This is an optimization exercise on Yosys and OpenROAD, whose aim is small area and a short achievable clock period, not a production implementation. The RTL was checked by simulation tests, not by an equivalence proof against the original design.

Design hex_to_dec, start of the top module:
module hex_to_dec(
    input wire clk_25MHz,
    input wire [31: 0]hex,
    output wire [31: 0]dec
);
reg s0_h;
reg s0_r0;
reg s0_r1;
reg s0_r2;
reg s1_h;
reg s1_r0;
reg s1_r1;
reg s1_r2;
reg s2_h;
reg s2_r0;
reg s2_r1;
reg s2_r2;
reg s3_h;
reg s3_r0;
reg s3_r1;
reg s3_r2;
reg s4_0;
reg s4_1;
reg s4_2;
reg s_x10;
reg s_x9;
reg s_x8;
reg s_x7;
reg s_x6;
reg s_x5;
reg s_x4;
reg s_x3;
reg s_x2;
reg s_x1;
reg s_x0;
wire [3:0] n1;
conv0 u1(.i({hex[26],hex[25],hex[24]}), .o(n1));
wire [3:0] n2;
step0 u2(.i({hex[23],n1[2],n1[1],n1[0]}), .o(n2));
wire [3:0] n3;
step0 u3(.i({hex[22],n2[2],n2[1],n2[0]}), .o(n3));
wire [3:0] n4;
step0 u4(.i({hex[21],n3[2],n3[1],n3[0]}), .o(n4));
wire [3:0] n5;
step0 u5(.i({hex[20],n4[2],n4[1],n4[0]}), .o(n5));
wire [3:0] n6;
step0 u6(.i({hex[19],n5[2],n5[1],n5[0]}), .o(n6));
wire [3:0] n7;
conv1 u7(.i({n1[3],n2[3],n3[3],n4[3]}), .o(n7));
wire [3:0] n8;
step0 u8(.i({n5[3],n7[2],n7[1],n7[0]}), .o(n8));
wire [3:0] n9;
  ...
For scale: ~65 I/O pins, ~0.0040 sq mm of cells after synthesis.
Settings: LEC_CHECK=0, ABC_AREA=1, CAP_MARGIN=20, CORE_MARGIN=2, CORE_UTILIZATION=40, CTS_BUF_LIST=sky130_fd_sc_hd__clkbuf_4, SLEW_MARGIN=20, SYNTH_HIERARCHICAL=1, SYNTH_MINIMUM_KEEP_SIZE=0; clock period 75.0 ns.
standard.sh (not shown) runs the stock make flow with config.mk's settings and CLKGATE_MAP_FILE= SYNTH_SCRIPT=/design/flow/synth_recipe.tcl, a recipe that flattens the netlist after the stock synthesis.
==> flow/flow/run.sh <==
#!/bin/bash
# Layout flow: the standard layout (standard.sh) with three changes.
# 1. Synthesis maps logic with flow/abc_area.script ("strash; map -a": an
#    area-only mapping of the logic as written) instead of ORFS's
#    abc_area.script, whose delay-driven mapping and resizing at a 75 ps
#    target remap the design's small cells (written as the gates of an
#    area-optimised mapping, see gen/) into larger ones.  The design is
#    synthesized one module at a time (SYNTH_HIERARCHICAL 1).  To do so the
#    synthesis step runs on a copy of ORFS's scripts folder in which only
#    abc_area.script differs; synthesis is otherwise the standard one
#    (synth_recipe.tcl: -nofsm -noshare, flattened, renamed).
# 2. After synthesis, cells whose next drive strength has the same area are
#    swapped to it (o21ai_0 -> o21ai_1 and so on, see flow/swap.tcl).
# 3. The buffers the flow puts on every input and output port are buf_1
#    cells instead of the resizer's default choice (a 10 um2 delay buffer).
# Each step's full output goes to a log file of its own in this folder.
set -euo pipefail
rm -rf scripts_local
mkdir -p scripts_local
cp -r "$FLOW_HOME/scripts/." scripts_local/
cp flow/abc_area.script scripts_local/abc_area.script
args=(BUFFER_PORTS_ARGS="-buffer_cell sky130_fd_sc_hd__buf_1")
bash standard.sh "${args[@]}" SCRIPTS_DIR="$PWD/scripts_local" synth > standard_synth.log 2>&1
res=orfs/results/$FLOW_PLATFORM/hex_to_dec/base
SWAP_DB=$res/1_synth.odb openroad -no_init -exit flow/swap.tcl > swap.log 2>&1
bash standard.sh "${args[@]}" finish > standard_finish.log 2>&1
Other scripts of this flow, unchanged in this note and not shown: flow/flow/abc_area.script, flow/flow/swap.tcl
The baseline finished clean.
Change:
--- a/flow/design.v
+++ b/flow/design.v
@@ -92,21 +92,21 @@
 reg s2_h;
 reg s2_r0;
 reg s2_r1;
 reg s2_r2;
 reg s3_h;
 reg s3_r0;
 reg s3_r1;
 reg s3_r2;
 reg s4_0;
 reg s4_1;
-reg s4_2;
+reg s_x11;
 reg s_x10;
 reg s_x9;
 reg s_x8;
 reg s_x7;
 reg s_x6;
 reg s_x5;
 reg s_x4;
 reg s_x3;
 reg s_x2;
 reg s_x1;
@@ -167,45 +167,45 @@
 step0 u27(.i({n22[3],n26[2],n26[1],n26[0]}), .o(n27));
 wire [3:0] n28;
 step0 u28(.i({hex[12],n23[2],n23[1],n23[0]}), .o(n28));
 wire [3:0] n29;
 step0 u29(.i({n23[3],n24[2],n24[1],n24[0]}), .o(n29));
 wire [3:0] n30;
 step0 u30(.i({n24[3],n25[2],n25[1],n25[0]}), .o(n30));
 wire [3:0] n31;
 step0 u31(.i({n25[3],n27[2],n27[1],n27[0]}), .o(n31));
 wire [3:0] n32;
-step0 u32(.i({hex[11],n28[2],n28[1],n28[0]}), .o(n32));
+step0 u32(.i({s_x11,s0_r2,s0_r1,s0_r0}), .o(n32));
 wire [3:0] n33;
-step0 u33(.i({n28[3],n29[2],n29[1],n29[0]}), .o(n33));
+step0 u33(.i({s0_h,s1_r2,s1_r1,s1_r0}), .o(n33));
 wire [3:0] n34;
-step0 u34(.i({n29[3],n30[2],n30[1],n30[0]}), .o(n34));
+step0 u34(.i({s1_h,s2_r2,s2_r1,s2_r0}), .o(n34));
 wire [3:0] n35;
-step0 u35(.i({n30[3],n31[2],n31[1],n31[0]}), .o(n35));
+step0 u35(.i({s2_h,s3_r2,s3_r1,s3_r0}), .o(n35));
 wire [3:0] n36;
-step0 u36(.i({s_x10,s0_r2,s0_r1,s0_r0}), .o(n36));
+step0 u36(.i({s_x10,n32[2],n32[1],n32[0]}), .o(n36));
 wire [3:0] n37;
-step0 u37(.i({s0_h,s1_r2,s1_r1,s1_r0}), .o(n37));
+step0 u37(.i({n32[3],n33[2],n33[1],n33[0]}), .o(n37));
 wire [3:0] n38;
-step0 u38(.i({s1_h,s2_r2,s2_r1,s2_r0}), .o(n38));
+step0 u38(.i({n33[3],n34[2],n34[1],n34[0]}), .o(n38));
 wire [3:0] n39;
-step0 u39(.i({s2_h,s3_r2,s3_r1,s3_r0}), .o(n39));
+step0 u39(.i({n34[3],n35[2],n35[1],n35[0]}), .o(n39));
 wire [3:0] n40;
 step0 u40(.i({s_x9,n36[2],n36[1],n36[0]}), .o(n40));
 wire [3:0] n41;
 step0 u41(.i({n36[3],n37[2],n37[1],n37[0]}), .o(n41));
 wire [3:0] n42;
 step0 u42(.i({n37[3],n38[2],n38[1],n38[0]}), .o(n42));
 wire [3:0] n43;
 step0 u43(.i({n38[3],n39[2],n39[1],n39[0]}), .o(n43));
 wire [3:0] n44;
-conv1 u44(.i({s4_2,s4_1,s4_0,s3_h}), .o(n44));
+conv1 u44(.i({s4_1,s4_0,s3_h,n35[3]}), .o(n44));
 wire [3:0] n45;
 step0 u45(.i({n39[3],n44[2],n44[1],n44[0]}), .o(n45));
 wire [3:0] n46;
 step0 u46(.i({s_x8,n40[2],n40[1],n40[0]}), .o(n46));
 wire [3:0] n47;
 step0 u47(.i({n40[3],n41[2],n41[1],n41[0]}), .o(n47));
 wire [3:0] n48;
 step0 u48(.i({n41[3],n42[2],n42[1],n42[0]}), .o(n48));
 wire [3:0] n49;
 step0 u49(.i({n42[3],n43[2],n43[1],n43[0]}), .o(n49));
@@ -297,39 +297,39 @@
 stepout0 u92(.i({n84[3],n85[2],n85[1],n85[0]}), .o(n92));
 wire [3:0] n93;
 stepout0 u93(.i({n85[3],n86[2],n86[1],n86[0]}), .o(n93));
 wire [3:0] n94;
 stepout0 u94(.i({n86[3],n87[2],n87[1],n87[0]}), .o(n94));
 wire [3:0] n95;
 stepout0 u95(.i({n87[3],n88[2],n88[1],n88[0]}), .o(n95));
 wire [3:0] n96;
 stepout0 u96(.i({n88[3],n89[2],n89[1],n89[0]}), .o(n96));
 always @(posedge clk_25MHz) begin
-    s0_h <= n32[3];
-    s0_r0 <= n32[0];
-    s0_r1 <= n32[1];
-    s0_r2 <= n32[2];
-    s1_h <= n33[3];
-    s1_r0 <= n33[0];
-    s1_r1 <= n33[1];
-    s1_r2 <= n33[2];
-    s2_h <= n34[3];
-    s2_r0 <= n34[0];
-    s2_r1 <= n34[1];
-    s2_r2 <= n34[2];
-    s3_h <= n35[3];
-    s3_r0 <= n35[0];
-    s3_r1 <= n35[1];
-    s3_r2 <= n35[2];
-    s4_0 <= n31[3];
-    s4_1 <= n27[3];
-    s4_2 <= n26[3];
+    s0_h <= n28[3];
+    s0_r0 <= n28[0];
+    s0_r1 <= n28[1];
+    s0_r2 <= n28[2];
+    s1_h <= n29[3];
+    s1_r0 <= n29[0];
+    s1_r1 <= n29[1];
+    s1_r2 <= n29[2];
+    s2_h <= n30[3];
+    s2_r0 <= n30[0];
+    s2_r1 <= n30[1];
+    s2_r2 <= n30[2];
+    s3_h <= n31[3];
+    s3_r0 <= n31[0];
+    s3_r1 <= n31[1];
+    s3_r2 <= n31[2];
+    s4_0 <= n27[3];
+    s4_1 <= n26[3];
+    s_x11 <= hex[11];
     s_x10 <= hex[10];
     s_x9 <= hex[9];
     s_x8 <= hex[8];
     s_x7 <= hex[7];
     s_x6 <= hex[6];
     s_x5 <= hex[5];
     s_x4 <= hex[4];
     s_x3 <= hex[3];
     s_x2 <= hex[2];
     s_x1 <= hex[1];
After rerunning:
- The new run finished with timing, DRC and antenna clean
- worst setup slack improves by 0.019 ns
- flip-flop and latch count does not change
- global-route usage goes down by 0.60 points
- final area is unchanged
- via count shrinks by 0.53%
- first-iteration DRC count goes down by 20%
- core utilization stays the same
- critical path depth goes down by 4

afterwards: timing with drivers on the ports:
The results above use ideal ports. As a check the final layouts listed here were re-extracted and re-timed, cells and wires unchanged.
Step 1 (the two cells are an assumption about what drives the block):
set clk [get_ports {clk_25MHz}]
set_driving_cell -lib_cell sky130_fd_sc_hd__clkbuf_16 $clk
set_driving_cell -lib_cell sky130_fd_sc_hd__buf_2 [delete_from_list [all_inputs] $clk]
Step 2 also shifts input and output timing later by t, the mid clock arrival at the registers, as if the neighbouring blocks saw the same clock.
Slacks: ideal / step 1 / step 2; pairs: ideal / step 1.
run | shift t [ns] | slack for setup (ns) | pins driven straight from the clock port
the first run | 0.338 | 55.131 / 55.135 / 54.797 | 1
the second run | 0.336 | 55.151 / 55.125 / 55.232 | 1
After both steps setup and hold are still met in every run listed. For the first run, which loses most, drivers alone change the setup slack by +0.004 ns; drivers and shift together by -0.334 ns.
